Background: an optimization exercise with open tools, aiming at small area, a short achievable clock period and few clock cycles. Do not read the settings as production practice. At most, simulation tests tie the RTL to the original design; equivalence was not proved. No functional check of the RTL was part of run 1. No activity file was given, so power comes from the tool's default toggle rates.

==> flow/design.v <==
module P_Liu (
	input clk,
	input rst,
	input [15:0] inputLine,
	output [15:0] outputLine,
	output outputLineWrite,
	output [9:0] imem_addr,
	input [15:0] imem_rdata,
	output [9:0] dmem_addr,
	output [15:0] dmem_wdata,
	output dmem_we,
	input [15:0] dmem_rdata
);
	reg [9:0] fa;         
	reg dv;               
	reg [15:0] ir;        
	reg [8:0] sa;         
	reg [9:0] sb;         
	reg xv;               
	reg lph;              
	reg [9:0] maddr;      
	reg mwe;              
	reg [15:0] wdr;       
	reg owr;              
	reg [15:0] sp, ra, pc;
	reg [15:0] x0, x1, x2, x3, x4, x5, x6, x7;
	assign imem_addr = fa;
	assign dmem_addr = maddr;
	assign dmem_we = mwe;
	assign dmem_wdata = wdr;
	assign outputLine = wdr;
	assign outputLineWrite = owr;
	wire [15:0] iw = imem_rdata;
	wire d_load = (iw[15:12] == 4'b0101) | (iw[15:6] == 10'b0111000011) |
	              (iw[15:10] == 6'b001110);
	wire d_a_rs2 = iw[15:12] == 4'b0000;
	wire d_a_ra  = iw[15:11] == 5'b00111;
	wire [2:0] d_ra = d_a_rs2 ? iw[8:6] : iw[2:0];
	wire [8:0] d_sa = d_a_ra ? 9'h100 : {1'b0, 8'd1 << d_ra};
	wire d_g_sp = iw[15:10] == 6'b011101;
	wire d_b_sp = (d_g_sp & ((iw[9:3] == 7'b0100000) | (iw[9:3] == 7'b0000000))) |
	              (iw[15:10] == 6'b011110) | (iw[15:11] == 5'b00111) |
	              (iw[15:13] == 3'b010);
	wire d_b_pc = d_g_sp & ((iw[9:3] == 7'b1100000) | (iw[9:3] == 7'b1000000));
	wire [9:0] d_sb = d_b_sp ? 10'h100 : (d_b_pc ? 10'h200 : {2'b00, 8'd1 << iw[5:3]});
	wire [2:0] rd  = ir[2:0];
	wire i_alu   = ir[15:12] == 4'b0000;
	wire i_lu    = ir[15:11] == 5'b00010;
	wire i_ll    = ir[15:11] == 5'b00011;
	wire i_addi  = ir[15:12] == 4'b0010;
	wire i_shift = ir[15:11] == 5'b00110;
	wire i_ret   = ir[15:10] == 6'b001110;
	wire i_jump  = ir[15:10] == 6'b001111;
	wire i_strsp = ir[15:12] == 4'b0100;
	wire i_rtvsp = ir[15:12] == 4'b0101;
	wire g_io    = ir[15:10] == 6'b011100;
	wire i_str   = g_io & (ir[9:6] == 4'b0010);
	wire i_rtv   = g_io & (ir[9:6] == 4'b0011);
	wire g_rw    = g_io & (ir[9:7] != 3'b001);
	wire i_read  = g_rw & (ir[5:3] == 3'b000);
	wire i_write = g_rw & (ir[5:3] != 3'b000);
	wire g_sp    = ir[15:10] == 6'b011101;
	wire i_getsp = g_sp & (ir[9:3] == 7'b0000000);
	wire i_chgsp = g_sp & (ir[9:3] == 7'b0100000);
	wire i_setsp = g_sp & (ir[9:3] == 7'b0100001);
	wire i_getpc = g_sp & (ir[9:3] == 7'b1000000);
	wire i_chgpc = g_sp & (ir[9:3] == 7'b1100000);
	wire i_setpc = g_sp & ~i_getsp & ~i_chgsp & ~i_setsp & ~i_getpc & ~i_chgpc;
	wire i_chgspi = ir[15:10] == 6'b011110;
	wire i_chgpci = (ir[15:10] == 6'b011111) | (ir[15:12] == 4'b0110);
	wire i_br    = ir[15];
	wire i_load  = i_rtvsp | i_rtv | i_ret;
	wire i_store = i_strsp | i_str | i_jump;
	wire [15:0] A = ({16{sa[0]}} & x0) | ({16{sa[1]}} & x1) | ({16{sa[2]}} & x2) |
	                ({16{sa[3]}} & x3) | ({16{sa[4]}} & x4) | ({16{sa[5]}} & x5) |
	                ({16{sa[6]}} & x6) | ({16{sa[7]}} & x7) | ({16{sa[8]}} & ra);
	wire [15:0] B = ({16{sb[0]}} & x0) | ({16{sb[1]}} & x1) | ({16{sb[2]}} & x2) |
	                ({16{sb[3]}} & x3) | ({16{sb[4]}} & x4) | ({16{sb[5]}} & x5) |
	                ({16{sb[6]}} & x6) | ({16{sb[7]}} & x7) | ({16{sb[8]}} & sp) |
	                ({16{sb[9]}} & pc);
	wire [2:0] aop = ir[11:9];
	wire [15:0] imm6   = {{10{ir[11]}}, ir[11:6]};
	wire [15:0] imm9s  = {{6{ir[11]}}, ir[11:3], 1'b0};
	wire [15:0] imm10s = {{5{ir[9]}}, ir[9:0], 1'b0};
	wire [15:0] imm7s  = {{8{ir[12]}}, ir[12:6], 1'b0};
	wire a_sub = i_alu & aop[2];
	wire a_imm = i_addi | i_chgspi | i_ret | i_strsp | i_rtvsp;
	wire [15:0] immA = i_addi ? imm6 : ((i_strsp | i_rtvsp) ? imm9s : imm10s);
	wire [15:0] ain2 = a_imm ? immA : (A ^ {16{a_sub}});
	wire [15:0] sum = B + ain2 + {15'd0, a_sub};
	wire [15:0] xab = A ^ B;
	wire eq = ~|xab;
	wire lt = A < B;
	reg cond;
	always @* begin
		case (ir[14:13])
			2'b00: cond = eq;
			2'b01: cond = lt;
			2'b10: cond = ~eq;
			default: cond = ~lt;
		endcase
	end
	reg [15:0] lg;
	always @* begin
		case (aop[1:0])
			2'b01: lg = B & A;
			2'b10: lg = B | A;
			default: lg = xab;
		endcase
	end
	wire [3:0] sk = ir[9:6];
	wire [31:0] rot2 = {B, B} << sk;
	wire [15:0] rot = rot2[31:16];
	wire [15:0] lowm = ~(16'hFFFF << sk);
	wire [15:0] sh = rot & (ir[10] ? lowm : ~lowm);
	wire [15:0] pc2 = pc + 16'd2;
	wire [15:0] pcadd = pc + (i_br ? imm7s : imm10s);
	wire nr = ~rst;
	wire s_mem = nr & lph;
	wire s_add = nr & ~lph & ((i_alu & (aop[1:0] == 2'b00)) | i_addi);
	wire s_log = nr & ~lph & i_alu & (aop[1:0] != 2'b00);
	wire s_sh  = nr & ~lph & i_shift;
	wire s_lu  = nr & ~lph & i_lu;
	wire s_ll  = nr & ~lph & i_ll;
	wire s_b   = nr & ~lph & (i_getsp | i_getpc);
	wire s_in  = nr & ~lph & i_read;
	wire [15:0] wdata =
		({16{s_mem}} & dmem_rdata) |
		({16{s_add}} & sum) |
		({16{s_log}} & (lg ^ {16{aop[2]}})) |
		({16{s_sh}} & sh) |
		({16{s_lu}} & {ir[10:3], A[7:0]}) |
		({16{s_ll}} & {{8{ir[10]}}, ir[10:3]}) |
		({16{s_b}} & B) |
		({16{s_in}} & inputLine);
	wire xdone = xv & (~i_load | lph);
	wire gpr_we = xdone & (i_alu | i_lu | i_ll | i_addi | i_shift | i_rtvsp |
	                       i_rtv | i_read | i_getsp | i_getpc);
	wire sp_we = xdone & (i_chgsp | i_chgspi | i_ret | i_setsp);
	wire ra_we = xdone & (i_jump | i_ret);
	wire taken = i_jump | i_chgpci | (i_br & cond) | i_setpc | i_chgpc;
	wire [15:0] tgt = (i_ret | i_setpc) ? A : (i_chgpc ? sum : pcadd);
	wire redir = xv & ((~i_load & taken) | (i_ret & ~lph));
	wire capture = ~(xv & i_load & ~lph);
	always @(posedge clk or posedge rst) begin
		if (rst) begin
			fa <= 10'd0;
			dv <= 1'b0;
			xv <= 1'b0;
			lph <= 1'b0;
			mwe <= 1'b0;
			owr <= 1'b0;
		end else begin
			if (redir) begin
				fa <= tgt[10:1];
				dv <= 1'b0;
			end else if (dv & d_load) begin
				dv <= 1'b0;
			end else begin
				fa <= fa + 10'd1;
				dv <= 1'b1;
			end
			if (capture) xv <= dv & ~redir;
			lph <= xv & i_load & ~lph;
			mwe <= xv & i_store;
			owr <= xv & i_write;
		end
	end
	always @(posedge clk) begin
		if (capture) begin
			ir <= iw;
			sa <= d_sa;
			sb <= d_sb;
		end
		maddr <= (i_str | i_rtv | i_jump) ? B[10:1] : sum[10:1];
		wdr <= A;
	end
	wire [7:0] rf_we = {8{rst}} | ({8{gpr_we}} & (8'd1 << rd));
	always @(posedge clk) begin
		if (rst | xdone) pc <= {16{nr}} & ((i_ret | taken) ? tgt : pc2);
		if (rst | sp_we) sp <= {16{nr}} & (i_setsp ? A : sum);
		if (rst | ra_we) ra <= {16{nr}} & (i_ret ? dmem_rdata : pc2);
		if (rf_we[0]) x0 <= wdata;
		if (rf_we[1]) x1 <= wdata;
		if (rf_we[2]) x2 <= wdata;
		if (rf_we[3]) x3 <= wdata;
		if (rf_we[4]) x4 <= wdata;
		if (rf_we[5]) x5 <= wdata;
		if (rf_we[6]) x6 <= wdata;
		if (rf_we[7]) x7 <= wdata;
	end
endmodule
==> flow/flow/run.sh <==
#!/bin/bash
# Standard ORFS layout, with timing repair asked to leave a larger setup
# margin than the 11 ns clock needs, so that the achieved period shrinks.
set -euo pipefail
bash standard.sh SETUP_SLACK_MARGIN=6 finish > standard_make.log 2>&1
==> flow/standard.sh <==
#!/bin/bash
# synth_recipe.tcl (not shown) runs the flow's synth.tcl, then flattens the netlist and writes it again
# the make line also repeats each setting of config.mk as NAME=value (left out here)
make -C /OpenROAD-flow-scripts/flow DESIGN_CONFIG=/design/flow/config.mk WORK_HOME=/design/flow/orfs CLKGATE_MAP_FILE= SYNTH_SCRIPT=/design/flow/synth_recipe.tcl "${@:-finish}"
==> flow/config.mk <==
export PLATFORM = sky130hd
export DESIGN_NAME = P_Liu
export DESIGN_NICKNAME = P_Liu
export VERILOG_FILES = /design/flow/design.v
export SDC_FILE = /design/flow/constraint.sdc
export NUM_CORES = 4
export LEC_CHECK = 0
export CAP_MARGIN = 20
export CORE_MARGIN = 2
export CORE_UTILIZATION = 40
export SLEW_MARGIN = 20
==> flow/constraint.sdc <==
create_clock -name core_clock -period 11.0 [get_ports {clk}]
set_input_delay 2.2000 -clock core_clock [delete_from_list [all_inputs] [get_ports {clk}]]
set_output_delay 2.2000 -clock core_clock [all_outputs]
set_load 0.01 [all_outputs]
==> summary.txt, run 1 <==
Outcome
  – Status: finished clean

Power
  – Leak: 7.325 nW
  – Sw frac: 42.41%
  – Cell-internal power: ~2.7 mW
  – Pwr Density: 243.3 mW/mm^2
  – Clock Power Share: about a fifth
  – Comb power frac: 47.8%
  – Switch Pwr: 2.003 mW
  – Max rail drop VDD: 0.0001160 V
  – Sequential power share: a little under a third

GRT
  – First-pass GRT wire length: between 90000 and 100000 um
  – Largest net degree at the start of global routing: 51
  – Vias in the first global route: 14095
  – Grt total ovfl: 0
  – Gr usage total: 30.14%
  – Initial antenna violation count: 0

Critical path
  – Critical path data required time: around 11 ns
  – Worst path arrival time: 5.11 ns
  – CP top delay family: compound AO/OA/AOI/OAI gates
  – Kind of start point of the critical path: flip-flop
  – Max incr delay on CP: 0.55 ns
  – Crit path kind: reg2reg
  – WP buf/inv: 1
  – Most frequent CP cell: a21o_1
  – Critical Path, Cell by Cell: buf_4 > a22o_1 > a221oi_1 > nand3_2 > xor2_1 > a211oi_2 > ha_1 > a21o_1 > a21o_1 > a21o_1 > a2111oi_4 > o41a_1 > o21bai_1 > xnor2_2 > o2111ai_4
  – Worst reg2reg setup slack: 6.14 ns
  – Crit path max fanout: 14
  – Setup crit end kind: flip-flop
  – Worst path slowest cell: a2111oi_4

Layout
  – Non-filler cells, final: 2255
  – Commonest non-fill, non-tap cell in the layout: edfxtp_1
  – Synthesis-to-finish area growth: 17.68%
  – Nets: 1836
  – Most frequent cells in the layout: edfxtp_1 (211), nor2_1 (123), nand2_1 (110)
  – Fillers: roughly 3800
  – Layout cells sized above 1: between 10% and 20%

Logic synthesis
  – Post-synth EDFFs: 211
  – Cells after Synth: 1630
  – Unique masters post-synth: 101
  – #FFs+latches synth: 252
  – Syn. warnings: 1
  – Area contributors post-synth: edfxtp_1 (38%), ha_1 (6.1%), a21oi_1 (3.3%)
  – Syn Std Cell Area: 0.01649 sq mm
  – Syn_area_per_cell: 10.12 sq um
  – Mapped Nets: around 1800
  – Top FF cell, synth: edfxtp_1
  – Dominant cell type by area after synthesis: edfxtp_1
  – Post-synthesis sequential area ratio: 43.85%
  – Ys async rst share: 5.952%
  – Synth top area share: 38.42%

STA
  – RSZ-0062 raised after global routing: no
  – Worst Tran Pin Value: between 1 and 1.5 ns
  – Tcrit/Tclk final: about 44%
  – Setup TNS: 0 ns
  – Final Hold Viols: 0
  – Final setup fails: 0
  – Crit path time final: 4.863 ns
  – Final Slew Violations: 0
  – Relative slew slack: 20.46%
  – Achievable frequency: 205.6 MHz
  – Clock Skew: 0.01755 ns

Clock tree
  – Clock-pin slew on the worst setup and hold paths: roughly 0.060 ns
  – Clock Sinks: 252
  – H-tree depth: 1
  – Insertion delay to the later sink of the worst-skew pair: ~0.58 ns
  – CTS tree: done
  – Total CTS buffers: 29
  – CTS Root Cell: clkbuf_16
  – Clk buf depth: 3

Flow run
  – # Max-Cap Violations: 0

Drt
  – DRT Wirelength: between 60000 and 70000 um
  – Pre-Repair DR Iteration Count: 7
  – Routed via count: approximately 15000
  – Initial DRC count: roughly 2600
  – Post-DRT Antenna Nets: 0
  – WL/cell: 29.79 um
  – Avg Vias per Cell: 6.763
  – Remaining DRCs: 0

Placement
  – GPL Wtd Cong: 1.058
  – DP Wirelength: 48500 um
  – Placed insts: between 2000 and 2500
  – Port bufs: 103

Floorplanning
  – Die area: 0.04287 sq mm
  – Core area: ~0.04 sq mm
  – Die Y: just over 200 um
  – Core Rows: between 70 and 80
  – DIE WIDTH: 207.1 um
  – Starting density of the core: between 40% and 50%
  – # IOs: 104

Min path
  – HP Class: reg2reg
-- worst register-to-register path, cell delays in order, from the launching register on --
cell       delay (ns)
edfxtp_1         0.51
buf_4            0.28
a22o_1           0.23
a221oi_1         0.27
nand3_2          0.24
xor2_1           0.21
a211oi_2         0.33
ha_1             0.28
a21o_1           0.16
a21o_1           0.19
a21o_1           0.25
a2111oi_4        0.55
o41a_1           0.34
o21bai_1         0.15
xnor2_2          0.29
o2111ai_4        0.27
-- worst paths after layout --
kind | cells after the start | endpoint | startpoint
setup / recovery | 15 | x3[13] | sa[6]
hold reg to reg | 2 | xv | dv
setup reg to reg | 15 | x3[13] | sa[6]
hold / removal | 2 | xv | dv
min in group asynchronous | 3 | fa[2] | rst
max in group asynchronous | 4 | fa[8] | rst
-- Yosys cell counts, drive strengths merged (13+ instances only) --
| master | number |
|---|---|
| nor2 | 127 |
| dfrtp | 15 |
| dfxtp | 26 |
| xor2 | 25 |
| ha | 81 |
| buf | 62 |
| a31oi | 16 |
| and3 | 16 |
| o31ai | 17 |
| nor3 | 25 |
| inv | 79 |
| edfxtp | 211 |
| mux4 | 16 |
| xnor2 | 54 |
| mux2i | 18 |
| nand2b | 18 |
| a21oi | 110 |
| a211oi | 23 |
| nand4 | 13 |
| clkbuf | 79 |
| a22oi | 72 |
| o21ai | 74 |
| nand2 | 111 |
| o21a | 14 |
| nand3 | 51 |
| a221oi | 49 |
| a22o | 26 |
| a222oi | 26 |
-- routing by layer --
metal	wire [um]	vias to the layer above	track usage (%)
met5	0	-	0
li1	-	6404	-
met4	3505	0	13.67
met3	8769	193	7.126
met2	28380	1256	43.97
met1	26510	7398	42.39
-- cell families (layout without fill, tap and decap cells) --
logic type / after synthesis / in the layout / share of synthesized area [%]
XOR/XNOR: 79 / 79 / 4.195
multiplexers: 38 / 38 / 3.626
AO/OA/AOI/OAI: 515 / 515 / 22.54
flip-flops: 252 / 252 / 43.85
buffers and inverters: 223 / 315 / 5.940
adder cells (fa/ha/maj): 85 / 85 / 6.570
AND/OR/NAND/NOR: 438 / 438 / 13.28
other: 0 / 1 / 0
-- what timing repair did --
item / CTS / global route
gates resized for setup: 18 / 19
endpoints found under the setup margin: 131 / 99
hold endpoints to repair: 0 / 0
setup buffers: 8 / 13
hold buffers: 0 / 0
pin swaps: 2 / 4
-- per-stage QoR --
step	hold slack [ns]	instance area (sq um)	worst slack (ns)	util, %	power, mW
after global routing	0.5753	19410	5.985	47.64	4.902
after detailed placement	0.4979	18050	5.225	44.32	3.549
after floorplan	0.4390	16490	6.649	-	2.737
final	0.5153	19410	6.137	47.64	4.723
after global placement	0.5059	18050	5.268	44.31	3.538
after CTS	0.5222	19180	6.024	47.09	4.581
-- final cells by class --
class                           instances  area [sq um]  area share [%]
Antenna cell                            1         2.502         0.01289
Clock buffer                           32         737.0           3.797
Clock inverter                         19         237.7           1.225
Inverter                               82         310.3           1.599
Multi-Input combinational cell       1155          8594           44.28
Sequential cell                       252          7232           37.26
Tap cell                              532         665.6           3.430
Timing Repair Buffer                  182          1629           8.393
-- power groups by stage --
| stage | Combinational [mW] | Sequential, mW | Clock (mW) |
|---|---|---|---|
| 2_1_floorplan | 1.32 | 1.42 | 0 |
| 3_3_place_gp | 2.06 | 1.47 | 0 |
| 3_5_place_dp | 2.07 | 1.47 | 0 |
| 4_1_cts | 2.12 | 1.46 | 1.01 |
| 5_1_grt | 2.38 | 1.48 | 1.05 |
| 6_report | 2.26 | 1.46 | 1.00 |
==> run 2: changes to the inputs <==
--- a/flow/design.v
+++ b/flow/design.v
@@ -17,6 +17,7 @@
 	reg [8:0] sa;         
 	reg [9:0] sb;         
 	reg xv;               
+	reg xp;               
 	reg lph;              
 	reg [9:0] maddr;      
 	reg mwe;              
@@ -43,6 +44,11 @@
 	              (iw[15:13] == 3'b010);
 	wire d_b_pc = d_g_sp & ((iw[9:3] == 7'b1100000) | (iw[9:3] == 7'b1000000));
 	wire [9:0] d_sb = d_b_sp ? 10'h100 : (d_b_pc ? 10'h200 : {2'b00, 8'd1 << iw[5:3]});
+	wire d_far = (iw[15:10] == 6'b001111) | (iw[15:10] == 6'b011111) |
+	             (iw[15:12] == 4'b0110);
+	wire d_pred = d_far | (iw[15] & iw[12]);
+	wire [9:0] d_off = d_far ? iw[9:0] : {{3{iw[12]}}, iw[12:6]};
+	wire [9:0] d_tgt = pc[10:1] + d_off + {9'd0, xv};
 	wire [2:0] rd  = ir[2:0];
 	wire i_alu   = ir[15:12] == 4'b0000;
 	wire i_lu    = ir[15:11] == 5'b00010;
@@ -140,7 +146,8 @@
 	wire ra_we = xdone & (i_jump | i_ret);
 	wire taken = i_jump | i_chgpci | (i_br & cond) | i_setpc | i_chgpc;
 	wire [15:0] tgt = (i_ret | i_setpc) ? A : (i_chgpc ? sum : pcadd);
-	wire redir = xv & ((~i_load & taken) | (i_ret & ~lph));
+	wire redir = xv & ((~i_load & (taken ^ xp)) | (i_ret & ~lph));
+	wire [9:0] rtgt = (taken | i_ret) ? tgt[10:1] : pc2[10:1];
 	wire capture = ~(xv & i_load & ~lph);
 	always @(posedge clk or posedge rst) begin
 		if (rst) begin
@@ -152,7 +159,10 @@
 			owr <= 1'b0;
 		end else begin
 			if (redir) begin
-				fa <= tgt[10:1];
+				fa <= rtgt;
+				dv <= 1'b0;
+			end else if (dv & d_pred) begin
+				fa <= d_tgt;
 				dv <= 1'b0;
 			end else if (dv & d_load) begin
 				dv <= 1'b0;
@@ -171,6 +181,7 @@
 			ir <= iw;
 			sa <= d_sa;
 			sb <= d_sb;
+			xp <= d_pred;
 		end
 		maddr <= (i_str | i_rtv | i_jump) ? B[10:1] : sum[10:1];
 		wdr <= A;
==> flow/flow/run.sh (replaced) <==
#!/bin/bash
# Standard ORFS layout, with timing repair asked to leave a larger setup
# margin than the 11 ns clock needs, so that the achieved period shrinks.
set -euo pipefail
bash standard.sh SETUP_SLACK_MARGIN=7 finish > standard_make.log 2>&1
==> summary.txt, run 2 <==
Outcome
  – Status: finished clean

GRT
  – Initial antenna violation count: 0 (unchanged)
  – Largest net degree at the start of global routing: 51 (unchanged)
  – Gr usage total: 32.12% (+2.0 points)
  – Grt total ovfl: 0 (unchanged)
  – Vias in the first global route: 15570 (+10%)
  – First-pass GRT wire length: 104200 um (+7.7%)

STA
  – Setup TNS: 0 ns (unchanged)
  – Achievable frequency: 217.4 MHz (+5.7%)
  – Clock Skew: 0.05049 ns (+0.03294 ns)
  – Final Hold Viols: 0 (unchanged)
  – Tcrit/Tclk final: 41.81% (-2.4 points)
  – Final Slew Violations: 0 (unchanged)
  – Final setup fails: 0 (unchanged)
  – RSZ-0062 raised after global routing: yes
  – Crit path time final: 4.599 ns (-0.2640 ns)
  – Relative slew slack: 37.75% (+17 points)
  – Final setup margin: 6.401 ns (+0.2640 ns)
  – Worst Tran Pin Value: 0.9240 ns (-0.2662 ns)

Clock tree
  – Clock-pin slew on the worst setup and hold paths: 0.06 ns (about the same)
  – Post-CTS Hold Buffers: 0 (unchanged)
  – CTS Root Cell: clkbuf_16
  – Total CTS buffers: 29 (unchanged)
  – H-tree depth: 1 (unchanged)
  – Insertion delay to the later sink of the worst-skew pair: 0.62 ns (+0.04 ns)
  – Clk buf depth: 3 (unchanged)
  – Clock Sinks: 253 (+0.40%)
  – CTS tree: done

Drt
  – Post-DRT Antenna Nets: 0 (unchanged)
  – DRT Wirelength: 72620 um (+8.1%)
  – Routed via count: 16202 (+6.2%)
  – Remaining DRCs: 0 (unchanged)
  – Initial DRC count: 2284 (-12%)
  – Pre-Repair DR Iteration Count: 8 (+1)
  – Avg Vias per Cell: 6.528 (-3.5%)
  – WL/cell: 29.26 um (-1.8%)

Min path
  – HP Class: reg2reg
  – Hold Path Origin: dv

Logic synthesis
  – Dominant cell type by area after synthesis: edfxtp_1
  – Unique masters post-synth: 82 (-19%)
  – Post-synthesis sequential area ratio: 42.81% (-1.0 points)
  – Post-synth EDFFs: 212 (+0.47%)
  – Syn Std Cell Area: 0.01696 sq mm (+2.9%)
  – Syn_area_per_cell: 9.799 sq um (-3.1%)
  – Most common cell in the synthesized netlist: edfxtp_1
  – Mapped Nets: 1876 (+6.3%)
  – Synth top cells by count: edfxtp_1 (212), nor2_1 (144), a21oi_1 (119)
  – Top FF cell, synth: edfxtp_1
  – Area contributors post-synth: edfxtp_1 (38%), ha_1 (6.6%), a22oi_1 (3.6%)
  – Cells after Synth: 1731 (+6.2%)
  – #FFs+latches synth: 253 (+0.40%)
  – Synth top area share: 37.53% (-0.89 points)
  – Syn. warnings: 1 (unchanged)
  – Ys async rst share: 5.929% (-0.024 points)

Power
  – Sequential power share: 27.0% (-4.0 points)
  – Cell-internal power: 3.180 mW (+17%)
  – Max rail drop VDD: 0.0001350 V (+16%)
  – Leak: 8.480 nW (+16%)
  – Pwr Density: 248.4 mW/mm^2 (+2.1%)
  – Design Power: 5.462 mW (+16%)
  – Sw frac: 41.79% (-0.62 points)
  – Clock Power Share: 18.3% (-2.9 points)
  – Switch Pwr: 2.283 mW (+14%)
  – Comb power frac: 54.7% (+6.9 points)

Floorplanning
  – Core area: 0.04195 sq mm (+3.0%)
  – Die area: 0.04407 sq mm (+2.8%)
  – Core Rows: 75 (+1.4%)
  – # IOs: 104 (unchanged)
  – Starting density of the core: 40.44% (-0.044 points)
  – Die Y: 209.9 um (+1.4%)
  – DIE WIDTH: 209.9 um (+1.4%)

Critical path
  – Crit path max fanout: 16 (+2)
  – Critical path data required time: 11.37 ns (+0.12 ns)
  – Critical Path Start: sb[7]
  – Worst r2r src: sb[7]
  – Kind of start point of the critical path: flip-flop
  – Setup crit end kind: flip-flop
  – Worst reg2reg setup slack: 6.40 ns (+0.26 ns)
  – Worst path arrival time: 4.97 ns (-0.14 ns)
  – Crit path kind: reg2reg

Layout
  – Commonest non-fill, non-tap cell in the layout: edfxtp_1
  – Synthesis-to-finish area growth: 29.65%
  – Final core occ: 52.43% (+4.8 points)
  – Nets: 2065 (+12%)
  – Number of diodes: 0 (-1)
  – Most frequent cells in the layout: edfxtp_1 (212), buf_4 (154), nor2_1 (136)
  – Layout cells sized above 1: 23.93% (+11 points)

Placement
  – Port bufs: 103 (unchanged)
  – DP Wirelength: 49430 um (+1.9%)
  – GPL Wtd Cong: 0.9885 (-6.5%)
  – Pre-CTS WS: 5.141 ns (-0.08378 ns)

Flow run
  – # Max-Cap Violations: 0 (unchanged)
==> run 2: cell types whose count changed in the layout (fill, tap and decap cells not counted), moves of 10 or more <==
cell,change
a21oi_2,+15
a221oi_1,-16
buf_4,+77
buf_6,+28
clkdlybuf4s50_1,-10
ha_4,+13
inv_1,-16
mux2i_1,+27
mux4_2,-10
nor2_1,+13
o211ai_1,+13
o21ai_2,+10
o21ai_4,+10
==> run 2: cells by family (layout without fill, tap and decap cells) <==
family | Yosys count | count (layout) | share of synthesized area (%)
fa+ha+maj | 95 | 95 | 7.229
simple gates | 477 | 477 | 13.49
compound gates | 546 | 549 | 22.53
buf+inv | 213 | 422 | 5.348
flops | 253 | 253 | 42.81
mux | 65 | 65 | 4.359
xor+xnor | 82 | 82 | 4.234
==> run 2: stage by stage <==
stage               cell area, sq um  instances  hold WS (ns)
finish                         21990       2482        0.5661
floorplan                      17130       1731        0.4856
global route                   21990       2482        0.5899
global placement               18610       2288        0.5575
detailed placement             18610       2288        0.5355
CTS                            21420       2449        0.5654
==> run 2: repair_timing <==
action | 4_1_cts | 5_1_grt
gates resized for setup | 242 | 60
setup buffers | 103 | 31
setup endpoints to repair | 307 | 190
pin swaps | 106 | 66
cloned | 4 | 1
==> run 2: cell type report <==
type,count,area [sq um]
fillers,3679,19950
multi-input cells,1268,10130
flip-flops and latches,253,7262
repair buffers,292,2666
clock buffers,38,759.5
well taps,539,674.4
inverters,75,297.8
clock inverters,16,196.4
repair inverters,1,7.507
==> run 2: path summary, 6_finish.rpt <==
check,to,cells past startpoint
setup / recovery,pc[10],16
hold / removal,xv,1
setup reg to reg,pc[10],16
hold reg to reg,xv,1
max in group asynchronous,fa[3],4
min in group asynchronous,fa[7],4
==> run 2: critical path, cell delays in order, from the launching register on <==
cell and delay [ns]:
edfxtp_1 0.38, buf_4 0.24, a22o_1 0.26, a221oi_1 0.48, and4_4 0.47, fa_2 0.30
inv_2 0.05, fa_2 0.35, a21o_1 0.20, a21oi_4 0.23, o21ai_2 0.10, a31o_2 0.29
a21oi_4 0.21, xor2_4 0.29, a221oi_2 0.12, o21ai_2 0.32, nor2_1 0.06
==> run 2: power by group through the flow <==
stage | Combinational, mW | Clock [mW] | Sequential, mW
6_report | 2.99 | 1.00 | 1.47
5_1_grt | 3.14 | 1.05 | 1.49
4_1_cts | 2.72 | 1.01 | 1.47
3_5_place_dp | 2.15 | 0 | 1.49
3_3_place_gp | 2.14 | 0 | 1.49
2_1_floorplan | 1.40 | 0 | 1.43
==> run 2: routing by layer <==
metal	track usage, %	wire [um]	up-vias
met1	42.94	28230	7807
met5	0	0	-
li1	-	-	6989
met4	17.83	4782	0
met2	49.43	31530	1185
met3	5.716	8072	221
Testbench counts of run 2, summed over its fixed seeds: cycles 59,843.
==> run 3: changes to the inputs <==
--- a/flow/design.v
+++ b/flow/design.v
@@ -89,14 +89,25 @@
 	wire [15:0] imm9s  = {{6{ir[11]}}, ir[11:3], 1'b0};
 	wire [15:0] imm10s = {{5{ir[9]}}, ir[9:0], 1'b0};
 	wire [15:0] imm7s  = {{8{ir[12]}}, ir[12:6], 1'b0};
-	wire a_sub = i_alu & aop[2];
+	wire a_sub = i_alu & (aop == 3'b100);
 	wire a_imm = i_addi | i_chgspi | i_ret | i_strsp | i_rtvsp;
 	wire [15:0] immA = i_addi ? imm6 : ((i_strsp | i_rtvsp) ? imm9s : imm10s);
-	wire [15:0] ain2 = a_imm ? immA : (A ^ {16{a_sub}});
-	wire [15:0] sum = B + ain2 + {15'd0, a_sub};
-	wire [15:0] xab = A ^ B;
-	wire eq = ~|xab;
-	wire lt = A < B;
+	wire a_inv = a_sub | i_br;
+	wire [15:0] ain2 = a_imm ? immA : (A ^ {16{a_inv}});
+	wire [15:0] ap = B ^ ain2;
+	wire [15:0] ag = B & ain2;
+	wire [15:0] kg0 = {ag[15:1], ag[0] | (ap[0] & a_sub)};
+	wire [15:0] kp0 = ap;
+	wire [15:0] kg1 = kg0 | (kp0 & {kg0[14:0], 1'b0});
+	wire [15:0] kp1 = kp0 & {kp0[14:0], 1'b0};
+	wire [15:0] kg2 = kg1 | (kp1 & {kg1[13:0], 2'b0});
+	wire [15:0] kp2 = kp1 & {kp1[13:0], 2'b0};
+	wire [15:0] kg3 = kg2 | (kp2 & {kg2[11:0], 4'b0});
+	wire [15:0] kp3 = kp2 & {kp2[11:0], 4'b0};
+	wire [15:0] kg4 = kg3 | (kp3 & {kg3[7:0], 8'b0});
+	wire [15:0] sum = ap ^ {kg4[14:0], a_sub};
+	wire eq = &ap;
+	wire lt = kg4[15];
 	reg cond;
 	always @* begin
 		case (ir[14:13])
@@ -109,9 +120,9 @@
 	reg [15:0] lg;
 	always @* begin
 		case (aop[1:0])
-			2'b01: lg = B & A;
-			2'b10: lg = B | A;
-			default: lg = xab;
+			2'b01: lg = ag;
+			2'b10: lg = ag | ap;
+			default: lg = ap;
 		endcase
 	end
 	wire [3:0] sk = ir[9:6];
==> flow/flow/run.sh (replaced) <==
#!/bin/bash
set -euo pipefail
bash standard.sh SETUP_SLACK_MARGIN=6.5 TNS_END_PERCENT=10 finish > standard_make.log 2>&1
==> summary.txt, run 3 <==
Layout
  – Nets: 1934 (-6.3%)
  – Most frequent cells in the layout: edfxtp_1 (212), nor2_1 (137), nand2_1 (132)
  – Commonest non-fill, non-tap cell in the layout: edfxtp_1
  – Final core occ: 49.69% (-2.7 points)
  – Fillers: 3810 (+3.6%)
  – Synthesis-to-finish area growth: 22.28%
  – Layout cells sized above 1: 17.10% (-6.8 points)

Floorplanning
  – Core Rows: 74 (-1.3%)
  – DIE WIDTH: 207.9 um (-0.96%)
  – Core area: 0.04092 sq mm (-2.4%)
  – Starting density of the core: 40.64% (+0.20 points)
  – # IOs: 104 (unchanged)
  – Die area: 0.04322 sq mm (-1.9%)
  – Die Y: 207.9 um (-0.96%)

GRT
  – Vias in the first global route: 14899 (-4.3%)
  – First-pass GRT wire length: 105000 um (+0.83%)
  – Initial antenna violation count: 0 (unchanged)
  – Gr usage total: 33.00% (+0.88 points)
  – Grt total ovfl: 0 (unchanged)
  – Largest net degree at the start of global routing: 51 (unchanged)

Logic synthesis
  – Post-synthesis sequential area ratio: 43.67% (+0.85 points)
  – Top FF cell, synth: edfxtp_1
  – Syn_area_per_cell: 9.823 sq um (+0.25%)
  – Syn. warnings: 1 (unchanged)
  – Ys async rst share: 5.929% (unchanged)
  – Post-synth EDFFs: 212 (unchanged)
  – Synth top cells by count: edfxtp_1 (212), nor2_1 (143), nand2_1 (133)
  – Dominant cell type by area after synthesis: edfxtp_1
  – #FFs+latches synth: 253 (unchanged)
  – Cells after Synth: 1693 (-2.2%)
  – Synth top area share: 38.28% (+0.75 points)
  – Area contributors post-synth: edfxtp_1 (38%), ha_1 (4.4%), nor2_1 (3.2%)
  – Unique masters post-synth: 81 (-1.2%)
  – Syn Std Cell Area: 0.01663 sq mm (-2.0%)
  – Mapped Nets: 1807 (-3.7%)
  – Most common cell in the synthesized netlist: edfxtp_1

Critical path
  – Setup crit end kind: flip-flop
  – Critical path data required time: 11.31 ns (-0.06 ns)
  – Worst reg2reg setup slack: 6.41 ns (about the same)
  – Kind of start point of the critical path: flip-flop
  – Crit path max fanout: 22 (+6)
  – Crit path kind: reg2reg
  – Worst path arrival time: 4.90 ns (-0.07 ns)
  – R2r worst-path depth: 19 (+3)

Drt
  – Post-DRT Antenna Nets: 0 (unchanged)
  – WL/cell: 31.05 um (+6.1%)
  – Initial DRC count: 2464 (+7.9%)
  – Pre-Repair DR Iteration Count: 8 (unchanged)
  – DRT Wirelength: 73780 um (+1.6%)
  – Routed via count: 15947 (-1.6%)
  – Remaining DRCs: 0 (unchanged)
  – Avg Vias per Cell: 6.712 (+2.8%)

Clock tree
  – CTS tree: done
  – Total CTS buffers: 29 (unchanged)
  – Post-CTS Hold Buffers: 0 (unchanged)
  – Clock Sinks: 253 (unchanged)
  – H-tree depth: 1 (unchanged)
  – CTS Root Cell: clkbuf_16
  – Clock-pin slew on the worst setup and hold paths: 0.06 ns (about the same)
  – Clk buf depth: 3 (unchanged)
  – Insertion delay to the later sink of the worst-skew pair: 0.56 ns (-0.06 ns)

STA
  – Hold slack final: 0.6657 ns (+0.09964 ns)
  – Worst Tran Pin Value: 1.095 ns (+0.1714 ns)
  – Relative slew slack: 26.20% (-12 points)
  – Final setup margin: 6.414 ns (+0.01273 ns)
  – Tcrit/Tclk final: 41.69% (-0.12 points)
  – Crit path time final: 4.586 ns (-0.01273 ns)
  – RSZ-0062 raised after global routing: yes
  – Final Hold Viols: 0 (unchanged)
  – Final Slew Violations: 0 (unchanged)
  – Achievable frequency: 218.0 MHz (+0.28%)
  – Setup TNS: 0 ns (unchanged)
  – Clock Skew: 0.01283 ns (-0.03766 ns)
  – Final setup fails: 0 (unchanged)

Power
  – Leak: 7.726 nW (-8.9%)
  – Pwr Density: 258.3 mW/mm^2 (+4.0%)
  – Max rail drop VDD: 0.0001497 V (+11%)
  – Design Power: 5.252 mW (-3.8%)

Outcome
  – Status: finished clean

Placement
  – Pre-CTS WS: 4.963 ns (-0.1777 ns)
  – GPL Wtd Cong: 0.9983 (+0.99%)
  – Port bufs: 103 (unchanged)
  – DP Wirelength: 52670 um (+6.6%)

Min path
  – HP Class: reg2reg
  – Hold Crit Depth: 2 (+1)

Flow run
  – # Max-Cap Violations: 0 (unchanged)
## run 3: cell count changes in the layout (fill, tap and decap cells not counted), moves of 11 or more
cell,change
a21oi_1,-11
a21oi_2,-13
a221oi_1,+17
a22o_1,+16
a22oi_1,-19
buf_4,-34
buf_6,-21
ha_1,-23
inv_1,+20
nand2_1,+23
## run 3: through the flow
step | area (sq um) | cells
final | 20340 | 2376
after global routing | 20330 | 2374
after CTS | 20030 | 2356
after detailed placement | 18330 | 2250
after global placement | 18300 | 2249
after floorplan | 16740 | 1693
## run 3: repair_timing
| action | 4_1_cts | 5_1_grt |
|---|---|---|
| gates resized for setup | 95 | 38 |
| buffers inserted | 53 | 16 |
| setup endpoints to repair | 171 | 150 |
| endpoints found under the hold margin | 0 | 0 |
| pin swaps | 18 | 12 |
## run 3: kinds of logic after synthesis
kind of cell               Yosys count  share of synthesized area, %
AOI/OAI and AO/OA                  523                         22.25
xor gates and xnor gates            81                         4.266
adders and majority gates           64                         5.041
buffers and inverters              225                         5.838
DFF                                253                         43.67
muxes                               59                         4.785
and+or+nand+nor                    488                         14.15
## run 3: worst paths after layout
| path | start | to |
|---|---|---|
| max in group asynchronous | rst | xv |
| min in group asynchronous | rst | fa[0] |
| worst min-delay path | fa[6] | fa[6] |
| worst min register to register | fa[6] | fa[6] |
| worst max-delay path | ir[9] | pc[8] |
| worst max register to register | ir[9] | pc[8] |
## run 3: final cells by class
| type | count | area (sq um) | share of cell area, % |
|---|---|---|---|
| clock inverter | 6 | 90.09 | 0.4430 |
| timing repair buffer | 238 | 2142 | 10.53 |
| inverter | 83 | 329.1 | 1.618 |
| antenna | 2 | 5.005 | 0.02461 |
| tap | 532 | 665.6 | 3.273 |
| multi-input combinational | 1215 | 8999 | 44.25 |
| sequential | 253 | 7262 | 35.71 |
| clock buffer | 47 | 843.3 | 4.147 |
## run 3: critical path, cell delays in order, from the launching register on
cell      delay [ns]
edfxtp_1        0.39
buf_8           0.20
inv_12          0.14
ha_4            0.18
and4_4          0.26
nor2_4          0.06
buf_6           0.17
buf_4           0.17
xor2_1          0.15
nor2_1          0.12
nor2_1          0.09
ha_4            0.33
nand4_1         0.18
or4_4           0.62
nor2_1          0.12
a32oi_1         0.16
and3_4          0.25
or2_4           0.31
mux2i_4         0.23
and2_1          0.18
## run 3: report_power, final
part / switching (mW) / leakage, nW / internal (mW) / total, mW
combinational: 1.70 / 4.64 / 1.08 / 2.78
sequential: 0.217 / 2.62 / 1.30 / 1.51
clock: 0.387 / 0.462 / 0.570 / 0.957
## run 3: metal layers
layer	part of all wire (%)	up-vias	GRT usage, %
met5	0	-	0
met1	39	7774	45.39
met2	43	1197	49.18
met4	6.7	0	18.29
met3	11	249	6.038
li1	-	6727	-
Testbench counts of run 3, summed over its fixed seeds: cycles 59,843.
==> run 4: changes to the inputs <==
==> flow/flow/run.sh (replaced) <==
#!/bin/bash
# Standard ORFS layout, with timing repair asked to leave a larger setup
# margin than the 11 ns clock needs, so that the achieved period shrinks.
set -euo pipefail
bash standard.sh SETUP_SLACK_MARGIN=6.5 finish > standard_make.log 2>&1
==> summary.txt, run 4 <==
STA
  – Setup TNS: 0 ns (unchanged)
  – Clock Skew: 0.01577 ns (+0.002943 ns)
  – Hold slack final: 0.6622 ns (-0.003502 ns)
  – Worst Tran Pin Value: 0.9840 ns (-0.1114 ns)
  – Final Slew Violations: 0 (unchanged)
  – Tcrit/Tclk final: 41.81% (+0.12 points)
  – Final Hold Viols: 0 (unchanged)
  – Achievable frequency: 217.4 MHz (-0.28%)
  – RSZ-0062 raised after global routing: yes
  – Crit path time final: 4.599 ns (+0.01287 ns)
  – Final setup fails: 0 (unchanged)
  – Relative slew slack: 33.71% (+7.5 points)

Power
  – Leak: 7.965 nW (+3.1%)
  – Pwr Density: 258.7 mW/mm^2 (+0.17%)
  – Max rail drop VDD: 0.0001503 V (+0.35%)

Floorplanning
  – # IOs: 104 (unchanged)
  – Die area: 0.04322 sq mm (unchanged)
  – Starting density of the core: 40.64% (unchanged)
  – Die Y: 207.9 um (unchanged)
  – Core Rows: 74 (unchanged)
  – Core area: 0.04092 sq mm (unchanged)
  – DIE WIDTH: 207.9 um (unchanged)

Logic synthesis
  – Syn. warnings: 1 (unchanged)
  – Synth top area share: 38.28% (unchanged)
  – Compound-gate portion of the synthesized area: 22.25% (unchanged)
  – Main combinational cell family by area after synthesis: compound AO/OA/AOI/OAI gates
  – Post-synthesis xor/xnor area fraction: 4.266% (unchanged)
  – Area contributors post-synth: edfxtp_1 (38%), ha_1 (4.4%), nor2_1 (3.2%)
  – Simple-gate share of the synthesized area: 14.15% (unchanged)
  – Top FF cell, synth: edfxtp_1
  – Ys async rst share: 5.929% (unchanged)
  – Adder-cell area share of the yosys netlist: 5.041% (unchanged)
  – Post-synthesis sequential area ratio: 43.67% (unchanged)
  – Cells after Synth: 1693 (unchanged)
  – Synth top cells by count: edfxtp_1 (212), nor2_1 (143), nand2_1 (133)
  – Mapped Nets: 1807 (unchanged)
  – #FFs+latches synth: 253 (unchanged)
  – Syn Std Cell Area: 0.01663 sq mm (unchanged)
  – Most common cell in the synthesized netlist: edfxtp_1
  – Dominant cell type by area after synthesis: edfxtp_1
  – Unique masters post-synth: 81 (unchanged)
  – Mux cell area share after synthesis: 4.785% (unchanged)
  – Syn_area_per_cell: 9.823 sq um (unchanged)
  – Post-synth EDFFs: 212 (unchanged)

Clock tree
  – Clock Sinks: 253 (unchanged)
  – CTS Root Cell: clkbuf_16
  – Insertion delay to the later sink of the worst-skew pair: 0.56 ns (about the same)
  – CTS tree: done
  – Clock-pin slew on the worst setup and hold paths: 0.06 ns (about the same)
  – Post-CTS Hold Buffers: 0 (unchanged)
  – H-tree depth: 1 (unchanged)
  – Total CTS buffers: 29 (unchanged)
  – Clk buf depth: 3 (unchanged)

Flow run
  – # Max-Cap Violations: 0 (unchanged)

Critical path
  – Crit path max fanout: 7 (-68%)
  – R2r worst-path depth: 17 (-2)
  – Critical Path, Cell by Cell: buf_12 > buf_4 > a222oi_1 > nand3_1 > a221oi_2 > xor2_1 > nor2_1 > nor2_2 > ha_4 > nand4_1 > or4_4 > nor2_1 > a32oi_1 > and3_4 > or2_4 > mux2i_4 > and2_1
  – CP top delay family: simple AND/OR/NAND/NOR gates
  – Most frequent CP cell: nor2_1
  – Worst path arrival time: 4.91 ns (about the same)
  – Max incr delay on CP: 0.50 ns (-0.12 ns)
  – WP buf/inv: 2 (-2)
  – Critical path data required time: 11.31 ns (about the same)
  – Reg-to-Reg End: pc[8]
  – Worst path slowest cell: or4_4
  – Kind of start point of the critical path: flip-flop
  – Critical Path Start: sa[0]
  – Crit path kind: reg2reg
  – Worst reg2reg setup slack: 6.40 ns (about the same)
  – Worst r2r src: sa[0]
  – Setup crit end kind: flip-flop

Min path
  – Hold Path Origin: fa[6]
  – Hold EP: fa[6]
  – Hold Crit Depth: 2 (unchanged)
  – HP Class: reg2reg

Layout
  – Number of diodes: 0 (-2)
  – Commonest non-fill, non-tap cell in the layout: edfxtp_1
  – Layout cells sized above 1: 19.82% (+2.7 points)
  – Most frequent cells in the layout: edfxtp_1 (212), buf_4 (148), nor2_1 (133)
  – Nets: 1969 (+1.8%)
  – Synthesis-to-finish area growth: 25.14%
  – Fillers: 3789 (-0.55%)

Drt
  – Post-DRT Antenna Nets: 0 (unchanged)
  – Routed via count: 16075 (+0.80%)
  – Avg Vias per Cell: 6.673 (-0.58%)
  – DRT Wirelength: 74590 um (+1.1%)
  – Remaining DRCs: 0 (unchanged)
  – WL/cell: 30.96 um (-0.29%)
  – Pre-Repair DR Iteration Count: 6 (-2)
  – Initial DRC count: 2276 (-7.6%)

GRT
  – Vias in the first global route: 14927 (+0.19%)
  – Gr usage total: 33.02% (about the same)
  – Initial antenna violation count: 1 (+1)
  – Grt total ovfl: 0 (unchanged)
  – First-pass GRT wire length: 105200 um (+0.14%)
  – Largest net degree at the start of global routing: 51 (unchanged)

Placement
  – GPL Wtd Cong: 0.9983 (unchanged)
  – Port bufs: 103 (unchanged)
  – DP Wirelength: 52670 um (unchanged)

Outcome
  – Status: finished clean
run 4: stage by stage:
step / setup WS (ns) / power, mW / instance area (sq um) / utilization, % / std cells
finish: 6.401 / 5.385 / 20810 / 50.86 / 2409
global route: 6.289 / 5.554 / 20810 / 50.86 / 2409
global placement: 5.117 / 3.920 / 18300 / 44.72 / 2249
floorplan: 6.244 / 2.877 / 16740 / - / 1693
CTS: 6.492 / 5.065 / 20110 / 49.15 / 2359
detailed placement: 4.963 / 3.917 / 18330 / 44.78 / 2250
run 4: final cells by class:
class / count / area (sq um) / share of cell area [%]
Multi-Input combinational cell: 1215 / 9140 / 43.92
Sequential cell: 253 / 7262 / 34.89
Clock inverter: 6 / 90.09 / 0.4328
Inverter: 83 / 329.1 / 1.581
Timing Repair Buffer: 273 / 2482 / 11.93
Clock buffer: 47 / 843.3 / 4.052
Tap cell: 532 / 665.6 / 3.198
run 4: worst register-to-register path: cells and delay by family (launching register included):
| family | cells | cell delay, ns |
|---|---|---|
| XOR/XNOR | 1 | 0.13 |
| flip-flops | 1 | 0.44 |
| AO/OA/AOI/OAI | 3 | 0.99 |
| adder cells (fa/ha/maj) | 1 | 0.33 |
| buffers and inverters | 2 | 0.33 |
| AND/OR/NAND/NOR | 9 | 1.92 |
| multiplexers | 1 | 0.23 |
run 4: kinds of logic (layout without fill, tap and decap cells):
kind of cell | after synthesis | after routing
AO/OA/AOI/OAI | 523 | 523
multiplexers | 59 | 59
buffers and inverters | 225 | 409
flip-flops | 253 | 253
adder cells (fa/ha/maj) | 64 | 64
AND/OR/NAND/NOR | 488 | 488
XOR/XNOR | 81 | 81
run 4: metal layers:
layer | vias to the layer above | track usage [%] | part of all wire, %
met1 | 7837 | 45.27 | 39
met5 | - | 0 | 0
li1 | 6798 | - | -
met3 | 252 | 6.264 | 11
met4 | 0 | 18.44 | 6.6
met2 | 1188 | 49.15 | 43
run 4: timing repair:
item	in CTS	in global routing
pin swaps	23	28
resized for setup	107	84
setup endpoints to repair	171	140
buffers inserted	56	44
gates cloned	0	4
run 4: power breakdown:
part           internal [mW]  total, mW  switching (mW)
clock                  0.570      0.957           0.386
sequential              1.30       1.52           0.217
combinational           1.15       2.91            1.76
total                   3.02       5.38            2.36
run 4: worst max path at each step:
| stage | end | slack (ns) | cells past startpoint |
|---|---|---|---|
| after floorplan | fa[9] | 6.24 | 13 |
| after global placement | fa[7] | 5.12 | 18 |
| after detailed placement | fa[7] | 4.96 | 18 |
| after CTS | pc[8] | 6.49 | 20 |
| after global routing | pc[8] | 6.29 | 15 |
| final | pc[8] | 6.40 | 17 |
==> run 5: changes to the inputs <==
--- a/flow/design.v
+++ b/flow/design.v
@@ -1,3 +1,27 @@
+module C_KSAdd #(parameter W = 16) (
+	input [W-1:0] a,
+	input [W-1:0] b,
+	input ci,
+	output [W-1:0] s,
+	output co
+);
+	wire [W-1:0] p = a ^ b;
+	wire [W-1:0] g0 = (a & b) | {{(W-1){1'b0}}, p[0] & ci};
+	reg [W-1:0] g, pp;
+	integer d, i;
+	always @* begin
+		g = g0;
+		pp = p;
+		for (d = 1; d < W; d = d * 2) begin
+			for (i = W - 1; i >= d; i = i - 1) begin
+				g[i] = g[i] | (pp[i] & g[i - d]);
+				pp[i] = pp[i] & pp[i - d];
+			end
+		end
+	end
+	assign s = p ^ {g[W-2:0], ci};
+	assign co = g[W-1];
+endmodule
 module P_Liu (
 	input clk,
 	input rst,
@@ -48,7 +72,8 @@
 	             (iw[15:12] == 4'b0110);
 	wire d_pred = d_far | (iw[15] & iw[12]);
 	wire [9:0] d_off = d_far ? iw[9:0] : {{3{iw[12]}}, iw[12:6]};
-	wire [9:0] d_tgt = pc[10:1] + d_off + {9'd0, xv};
+	wire [9:0] d_tgt;
+	C_KSAdd #(.W(10)) DTGT (.a(pc[10:1]), .b(d_off), .ci(xv), .s(d_tgt), .co());
 	wire [2:0] rd  = ir[2:0];
 	wire i_alu   = ir[15:12] == 4'b0000;
 	wire i_lu    = ir[15:11] == 5'b00010;
@@ -130,8 +155,13 @@
 	wire [15:0] rot = rot2[31:16];
 	wire [15:0] lowm = ~(16'hFFFF << sk);
 	wire [15:0] sh = rot & (ir[10] ? lowm : ~lowm);
-	wire [15:0] pc2 = pc + 16'd2;
-	wire [15:0] pcadd = pc + (i_br ? imm7s : imm10s);
+	wire [15:0] pc2;
+	C_KSAdd #(.W(15)) PC2 (.a(pc[15:1]), .b(15'd0), .ci(1'b1), .s(pc2[15:1]), .co());
+	assign pc2[0] = pc[0];
+	wire [15:0] pcadd;
+	C_KSAdd #(.W(15)) PCADD (.a(pc[15:1]), .b(i_br ? imm7s[15:1] : imm10s[15:1]), .ci(1'b0),
+		.s(pcadd[15:1]), .co());
+	assign pcadd[0] = pc[0];
 	wire nr = ~rst;
 	wire s_mem = nr & lph;
 	wire s_add = nr & ~lph & ((i_alu & (aop[1:0] == 2'b00)) | i_addi);
@@ -155,11 +185,30 @@
 	                       i_rtv | i_read | i_getsp | i_getpc);
 	wire sp_we = xdone & (i_chgsp | i_chgspi | i_ret | i_setsp);
 	wire ra_we = xdone & (i_jump | i_ret);
-	wire taken = i_jump | i_chgpci | (i_br & cond) | i_setpc | i_chgpc;
-	wire [15:0] tgt = (i_ret | i_setpc) ? A : (i_chgpc ? sum : pcadd);
-	wire redir = xv & ((~i_load & (taken ^ xp)) | (i_ret & ~lph));
-	wire [9:0] rtgt = (taken | i_ret) ? tgt[10:1] : pc2[10:1];
+	wire btk = i_br & cond;
+	wire j_add = i_jump | i_chgpci | btk;
+	wire j_a = i_ret | i_setpc;
+	wire p_sum = nr & i_chgpc;
+	wire p_a = nr & j_a;
+	wire p_add = nr & j_add;
+	wire p_2 = nr & ~(i_chgpc | j_a | j_add);
+	wire [15:0] npc = ({16{p_sum}} & sum) | ({16{p_a}} & A) |
+	                  ({16{p_add}} & pcadd) | ({16{p_2}} & pc2);
+	wire r_sum = xv & i_chgpc;
+	wire r_a = xv & ((i_setpc) | (i_ret & ~lph));
+	wire r_add = xv & btk & ~xp;
+	wire r_2 = xv & i_br & ~cond & xp;
+	wire redir = r_sum | r_a | r_add | r_2;
 	wire capture = ~(xv & i_load & ~lph);
+	wire f_d = ~redir & dv & d_pred;
+	wire f_inc = ~redir & ~(dv & (d_pred | d_load));
+	wire f_hold = ~redir & dv & d_load;
+	wire [9:0] fa1;
+	C_KSAdd #(.W(10)) FA1 (.a(fa), .b(10'd0), .ci(1'b1), .s(fa1), .co());
+	wire [9:0] nfa = ({10{r_sum}} & sum[10:1]) | ({10{r_a}} & A[10:1]) |
+	                 ({10{r_add}} & pcadd[10:1]) | ({10{r_2}} & pc2[10:1]) |
+	                 ({10{f_d}} & d_tgt) | ({10{f_inc}} & fa1) |
+	                 ({10{f_hold}} & fa);
 	always @(posedge clk or posedge rst) begin
 		if (rst) begin
 			fa <= 10'd0;
@@ -169,18 +218,8 @@
 			mwe <= 1'b0;
 			owr <= 1'b0;
 		end else begin
-			if (redir) begin
-				fa <= rtgt;
-				dv <= 1'b0;
-			end else if (dv & d_pred) begin
-				fa <= d_tgt;
-				dv <= 1'b0;
-			end else if (dv & d_load) begin
-				dv <= 1'b0;
-			end else begin
-				fa <= fa + 10'd1;
-				dv <= 1'b1;
-			end
+			fa <= nfa;
+			dv <= f_inc;
 			if (capture) xv <= dv & ~redir;
 			lph <= xv & i_load & ~lph;
 			mwe <= xv & i_store;
@@ -199,9 +238,9 @@
 	end
 	wire [7:0] rf_we = {8{rst}} | ({8{gpr_we}} & (8'd1 << rd));
 	always @(posedge clk) begin
-		if (rst | xdone) pc <= {16{nr}} & ((i_ret | taken) ? tgt : pc2);
-		if (rst | sp_we) sp <= {16{nr}} & (i_setsp ? A : sum);
-		if (rst | ra_we) ra <= {16{nr}} & (i_ret ? dmem_rdata : pc2);
+		if (rst | xdone) pc <= npc;
+		if (rst | sp_we) sp <= ({16{nr & i_setsp}} & A) | ({16{nr & ~i_setsp}} & sum);
+		if (rst | ra_we) ra <= ({16{nr & i_ret}} & dmem_rdata) | ({16{nr & ~i_ret}} & pc2);
 		if (rf_we[0]) x0 <= wdata;
 		if (rf_we[1]) x1 <= wdata;
 		if (rf_we[2]) x2 <= wdata;
==> flow/flow/run.sh (replaced) <==
#!/bin/bash
set -euo pipefail
bash standard.sh SETUP_SLACK_MARGIN=7 TNS_END_PERCENT=10 finish > standard_make.log 2>&1
==> summary.txt, run 5 <==
Outcome
  – Status: finished clean

Logic synthesis
  – Top FF cell, synth: edfxtp_1
  – Post-synthesis sequential area ratio: 43.71% (+0.049 points)
  – Syn. warnings: 3 (+2)
  – Unique masters post-synth: 78 (-3.7%)
  – Synth top area share: 38.32% (+0.043 points)
  – Syn Std Cell Area: 0.01661 sq mm (-0.11%)
  – Mapped Nets: 1792 (-0.83%)
  – Synth top cells by count: edfxtp_1 (212), nor2_1 (150), nand2_1 (131)
  – Ys async rst share: 5.929% (unchanged)
  – Post-synth EDFFs: 212 (unchanged)
  – Area contributors post-synth: edfxtp_1 (38%), a22oi_1 (4.5%), ha_1 (4.4%)
  – Cells after Synth: 1678 (-0.89%)
  – Syn_area_per_cell: 9.900 sq um (+0.78%)
  – #FFs+latches synth: 253 (unchanged)
  – Dominant cell type by area after synthesis: edfxtp_1
  – Most common cell in the synthesized netlist: edfxtp_1

Floorplanning
  – Starting density of the core: 40.59% (-0.046 points)
  – DIE WIDTH: 207.8 um (about the same)
  – Die Y: 207.8 um (about the same)
  – Die area: 0.04318 sq mm (-0.11%)
  – # IOs: 104 (unchanged)
  – Core area: 0.04092 sq mm (unchanged)
  – Core Rows: 74 (unchanged)

Layout
  – Synthesis-to-finish area growth: 25.27%
  – Layout cells sized above 1: 20.09% (+0.27 points)
  – Final core occ: 50.85% (about the same)
  – Nets: 1949 (-1.0%)
  – Most frequent cells in the layout: edfxtp_1 (212), nor2_1 (139), buf_4 (131)
  – Commonest non-fill, non-tap cell in the layout: edfxtp_1
  – Non-filler cells, final: 2391 (-0.75%)

Drt
  – Pre-Repair DR Iteration Count: 6 (unchanged)
  – Remaining DRCs: 0 (unchanged)
  – Initial DRC count: 2638 (+16%)
  – Routed via count: 15928 (-0.91%)
  – WL/cell: 29.81 um (-3.7%)
  – Post-DRT Antenna Nets: 0 (unchanged)
  – Avg Vias per Cell: 6.662 (-0.17%)
  – DRT Wirelength: 71270 um (-4.5%)

Clock tree
  – Post-CTS Hold Buffers: 0 (unchanged)
  – H-tree depth: 1 (unchanged)
  – CTS Root Cell: clkbuf_16
  – CTS tree: done
  – Clock Sinks: 253 (unchanged)
  – Insertion delay to the later sink of the worst-skew pair: 0.57 ns (about the same)
  – Clock-pin slew on the worst setup and hold paths: 0.06 ns (about the same)
  – Total CTS buffers: 29 (unchanged)
  – Clk buf depth: 3 (unchanged)

STA
  – Crit path time final: 4.539 ns (-0.06014 ns)
  – Final setup fails: 0 (unchanged)
  – RSZ-0062 raised after global routing: yes
  – Setup TNS: 0 ns (unchanged)
  – Final Hold Viols: 0 (unchanged)
  – Tcrit/Tclk final: 41.26% (-0.55 points)
  – Achievable frequency: 220.3 MHz (+1.3%)
  – Worst Tran Pin Value: 1.066 ns (+0.08165 ns)
  – Final Slew Violations: 0 (unchanged)
  – Clock Skew: 0.03342 ns (+0.01764 ns)
  – Relative slew slack: 28.69% (-5.0 points)
  – Hold slack final: 0.5835 ns (-0.07868 ns)

GRT
  – Grt total ovfl: 0 (unchanged)
  – Vias in the first global route: 15160 (+1.6%)
  – Largest net degree at the start of global routing: 40 (-22%)
  – First-pass GRT wire length: 102000 um (-3.1%)
  – Initial antenna violation count: 2 (+1)
  – Gr usage total: 31.88% (-1.1 points)

Flow run
  – # Max-Cap Violations: 0 (unchanged)

Critical path
  – Worst path arrival time: 4.77 ns (-0.14 ns)
  – Max incr delay on CP: 0.36 ns (-0.14 ns)
  – Stages on worst setup path: 11 (-6)
  – Worst path slowest cell: a221oi_1
  – Crit path kind: in2reg
  – Setup crit end kind: flip-flop
  – Worst r2r src: sa[7]
  – Critical path data required time: 11.23 ns (-0.08 ns)
  – CP top delay family: compound AO/OA/AOI/OAI gates
  – Critical Path Start: rst
  – Reg-to-Reg End: x6[4]
  – R2r worst-path depth: 17 (unchanged)
  – Kind of start point of the critical path: input pin
  – Worst reg2reg setup slack: 6.50 ns (+0.10 ns)
  – WP buf/inv: 3 (+1)
  – Critical Path, Cell by Cell: buf_4 > buf_12 > nor2_1 > and4b_1 > buf_4 > and3_2 > a221oi_1 > o21ai_0 > a221oi_1 > a21boi_0 > o221ai_2
  – Crit path max fanout: 12 (+5)

Min path
  – Hold Path Origin: fa[5]
  – HP Class: reg2reg
  – Hold EP: fa[5]
  – Hold Crit Depth: 2 (unchanged)

Placement
  – Port bufs: 103 (unchanged)
  – GPL Wtd Cong: 1.012 (+1.4%)
  – DP Wirelength: 49010 um (-7.0%)
  – Placed insts: 2209 (-1.8%)

Power
  – Max rail drop VDD: 0.0001290 V (-14%)
  – Leak: 7.925 nW (-0.51%)
  – Pwr Density: 248.5 mW/mm^2 (-4.0%)
  – Design Power: 5.171 mW (-4.0%)
run 5: cell count changes in the layout (fill, tap and decap cells not counted), moves of 10 or more:
| cell | change |
|---|---|
| a21oi_1 | -12 |
| a22oi_1 | +37 |
| o21ai_0 | -18 |
| buf_4 | -17 |
| mux2i_1 | -19 |
| and2_1 | +10 |
| xnor2_1 | -12 |
run 5: cell families (layout without fill, tap and decap cells):
logic type | Yosys count | count (layout) | share of synthesized area, %
AOI/OAI and AO/OA | 518 | 519 | 22.69
and+or+nand+nor | 497 | 498 | 14.36
DFF | 253 | 253 | 43.71
buffers and inverters | 218 | 395 | 5.671
xor gates and xnor gates | 81 | 81 | 4.271
adders and majority gates | 64 | 64 | 5.046
muxes | 47 | 47 | 4.255
other | 0 | 2 | 0
run 5: per-layer routing:
| metal | track usage (%) | share of wire [%] | up-vias |
|---|---|---|---|
| met2 | 46.90 | 42 | 1243 |
| met4 | 15.92 | 6.0 | 2 |
| met5 | 0 | 0.018 | - |
| met3 | 6.520 | 12 | 246 |
| met1 | 44.59 | 40 | 7691 |
| li1 | - | - | 6746 |
run 5: layout make-up:
class                           instances  area [sq um]
Fill cell                            3718         20110
Multi-Input combinational cell       1209          9180
Sequential cell                       253          7262
Timing Repair Buffer                  255          2395
Clock buffer                           40         849.6
Tap cell                              532         665.6
Inverter                               87         337.8
Clock inverter                         13         115.1
Antenna cell                            2         5.005
run 5: report_power, final:
| group | switching [mW] | total, mW | leakage, nW | internal [mW] |
|---|---|---|---|---|
| clock | 0.403 | 0.970 | 0.475 | 0.567 |
| combinational | 1.65 | 2.71 | 4.82 | 1.06 |
| sequential | 0.194 | 1.49 | 2.63 | 1.30 |
| total | 2.24 | 5.17 | 7.93 | 2.93 |
run 5: tightest hold or removal path, delay by kind of cell, from the launching register on:
family / cells / cell delay, ns
compound gates: 1 / 0.08
flops: 1 / 0.39
simple gates: 1 / 0.07
run 5: worst max path at each step:
| stage | to | slack [ns] |
|---|---|---|
| 2_1_floorplan | fa[4] | 6.35 |
| 3_3_place_gp | fa[8] | 5.31 |
| 3_5_place_dp | fa[8] | 5.27 |
| 4_1_cts | x7[11] | 6.54 |
| 5_1_grt | fa[7] | 6.37 |
| 6_report | x4[13] | 6.46 |
run 5: per-stage QoR:
step,worst slack (ns),area (sq um)
after global routing,6.371,20810
after global placement,5.312,18000
after detailed placement,5.268,18000
final,6.461,20810
after CTS,6.541,20540
after floorplan,6.350,16780
run 5: repair_timing:
action                                  CTS  global route
gates resized for setup                 141            28
hold endpoints to repair                  0             0
pin swaps                                38            18
cloned                                    6             0
buffers inserted                        108            13
endpoints found under the setup margin  203           186
Testbench counts of run 5, summed over its fixed seeds: cycles 59,843.
==> run 6: changes to the inputs <==
==> flow/flow/run.sh (replaced) <==
#!/bin/bash
set -euo pipefail
bash standard.sh SETUP_SLACK_MARGIN=6.5 TNS_END_PERCENT=10 \
  "BUFFER_PORTS_ARGS=-buffer_cell sky130_fd_sc_hd__buf_2" \
  finish > standard_make.log 2>&1
==> summary.txt, run 6 <==
Logic synthesis
  – Synth top area share: 38.32% (unchanged)
  – Unique masters post-synth: 78 (unchanged)
  – Syn Std Cell Area: 0.01661 sq mm (unchanged)
  – Post-synthesis sequential area ratio: 43.71% (unchanged)
  – #FFs+latches synth: 253 (unchanged)
  – Syn_area_per_cell: 9.900 sq um (unchanged)
  – Synth top cells by count: edfxtp_1 (212), nor2_1 (150), nand2_1 (131)
  – Most common cell in the synthesized netlist: edfxtp_1
  – Post-synth EDFFs: 212 (unchanged)
  – Mapped Nets: 1792 (unchanged)
  – Syn. warnings: 3 (unchanged)

STA
  – Setup TNS: 0 ns (unchanged)
  – Relative slew slack: 29.93% (+1.2 points)
  – Final Hold Viols: 0 (unchanged)
  – Final Slew Violations: 0 (unchanged)
  – Final setup fails: 0 (unchanged)
  – Crit path time final: 4.550 ns (+0.01047 ns)
  – Worst Tran Pin Value: 1.051 ns (-0.01461 ns)
  – Tcrit/Tclk final: 41.36% (+0.095 points)
  – Hold slack final: 0.5706 ns (-0.01296 ns)

GRT
  – Gr usage total: 30.80% (-1.1 points)
  – Largest net degree at the start of global routing: 49 (+23%)
  – Initial antenna violation count: 1 (-1)
  – First-pass GRT wire length: 99300 um (-2.6%)
  – Grt total ovfl: 0 (unchanged)
  – Vias in the first global route: 14576 (-3.9%)

Clock tree
  – CTS Root Cell: clkbuf_16
  – Clk buf depth: 3 (unchanged)
  – Insertion delay to the later sink of the worst-skew pair: 0.58 ns (about the same)
  – Post-CTS Hold Buffers: 0 (unchanged)
  – H-tree depth: 1 (unchanged)

Power
  – Sw frac: 44.42% (+1.0 points)
  – Leak: 7.712 nW (-2.7%)
  – Max rail drop VDD: 0.0001389 V (+7.7%)
  – Comb power frac: 51.2% (-1.3 points)
  – Clock Power Share: 19.0% (+0.2 points)
  – Sequential power share: 29.8% (+1.0 points)
  – Cell-internal power: 2.766 mW (-5.5%)

Critical path
  – Crit path max fanout: 16 (+4)
  – Setup crit end kind: flip-flop
  – Worst path arrival time: 4.73 ns (-0.04 ns)
  – Kind of start point of the critical path: flip-flop
  – Crit path kind: reg2reg
  – Critical path data required time: 11.18 ns (-0.05 ns)

Drt
  – DRT met1 WL: 27570 um (-2.7%)
  – DRT Wirelength: 68960 um (-3.2%)
  – Avg Vias per Cell: 6.648 (-0.20%)
  – Post-DRT Antenna Nets: 0 (unchanged)
  – Pre-Repair DR Iteration Count: 10 (+4)
  – Met3 wire length: 7905 um (-8.4%)
  – Top routing layer in use: met4

Layout
  – Layout cells sized above 1: 23.09% (+3.0 points)
  – Register area: 0.007262 sq mm (unchanged)
  – Fillers: 3805 (+2.3%)
  – Fin area: 0.01984 sq mm (-4.7%)
  – Most frequent cells in the layout: edfxtp_1 (212), nor2_1 (143), nand2_1 (125)
  – Multi-input logic area: 0.009012 sq mm (-1.8%)
  – Nets: 1925 (-1.2%)
  – Synthesis-to-finish area growth: 19.40%

Placement
  – DP Wirelength: 48700 um (-0.62%)
  – Port bufs: 103 (unchanged)
  – GPL Wtd Cong: 1.003 (-0.87%)

Floorplanning
  – Die area: 0.04318 sq mm (unchanged)
  – Core Rows: 74 (unchanged)
  – DIE WIDTH: 207.8 um (unchanged)
  – Starting density of the core: 40.59% (unchanged)
  – Die Y: 207.8 um (unchanged)
  – Core area: 0.04092 sq mm (unchanged)

Outcome
  – Status: finished clean

Flow run
  – # Max-Cap Violations: 0 (unchanged)

Min path
  – HP Class: reg2reg
run 6: cell types whose count changed in the layout (fill, tap and decap cells not counted), moves of 5 or more:
| cell | change |
|---|---|
| buf_4 | -16 |
| buf_2 | +100 |
| xnor2_1 | +6 |
| a21oi_2 | -5 |
| clkdlybuf4s50_1 | -96 |
| xnor2_2 | -5 |
| buf_6 | -5 |
run 6: path summary, 6_finish.rpt:
kind                            slack (ns)  endpoint  startpoint  depth (start not counted)
worst max-delay path                  6.45     x7[4]       sb[6]                         12
worst min-delay path                  0.57     fa[2]       fa[2]                          1
worst max register to register        6.45     x7[4]       sb[6]                         12
worst min register to register        0.57     fa[2]       fa[2]                          1
max in group asynchronous             8.48       mwe         rst                          2
min in group asynchronous             1.99     fa[9]         rst                          2
run 6: critical path, stage by stage, from the launching register on:
cell and delay (ns):
edfxtp_1 0.77, a22oi_1 0.33, nand4_1 0.49, fa_2 0.61
inv_1 0.10, fa_2 0.24, nand2b_4 0.15, nand2b_1 0.06
a21oi_1 0.22, xor2_2 0.50, o22ai_1 0.21, a21oi_1 0.17
o211ai_1 0.31
run 6: repair_timing:
item | CTS | global route
pin swaps | 16 | 21
resized for setup | 76 | 52
endpoints found under the setup margin | 173 | 152
buffers inserted | 75 | 24
cloned | 2 | 1
run 6: layout make-up:
| type | count | area share, % |
|---|---|---|
| Multi-Input combinational cell | 1209 | 45.44 |
| Clock inverter | 14 | 0.6308 |
| Tap cell | 532 | 3.356 |
| Sequential cell | 253 | 36.61 |
| Clock buffer | 37 | 3.961 |
| Timing Repair Buffer | 232 | 8.320 |
| Inverter | 87 | 1.684 |
run 6: through the flow:
stage	std cells	utilization, %	setup WS [ns]
floorplan	1678	-	6.350
global placement	2211	42.66	5.165
detailed placement	2211	42.67	5.081
CTS	2339	47.39	6.336
global route	2364	48.47	6.368
finish	2364	48.47	6.450
run 6: power by group through the flow:
stage,logic (mW),registers (mW),clock network [mW]
6_report,2.55,1.49,0.945
5_1_grt,2.67,1.50,0.989
4_1_cts,2.32,1.49,0.953
3_5_place_dp,2.13,1.54,0
3_3_place_gp,2.12,1.53,0
2_1_floorplan,1.38,1.44,0
run 6: cell families (layout without fill, tap and decap cells):
group / after synthesis / after routing / share of synthesized area, %
compound gates: 518 / 519 / 22.69
simple gates: 497 / 498 / 14.36
flops: 253 / 253 / 43.71
buf+inv: 218 / 370 / 5.671
xor+xnor: 81 / 81 / 4.271
fa+ha+maj: 64 / 64 / 5.046
mux: 47 / 47 / 4.255
run 6: layer usage:
| metal | GRT usage, % | vias up |
|---|---|---|
| li1 | - | 6701 |
| met2 | 45.45 | 1190 |
| met3 | 5.734 | 237 |
| met1 | 43.63 | 7589 |
| met4 | 14.60 | 0 |
| met5 | 0 | - |
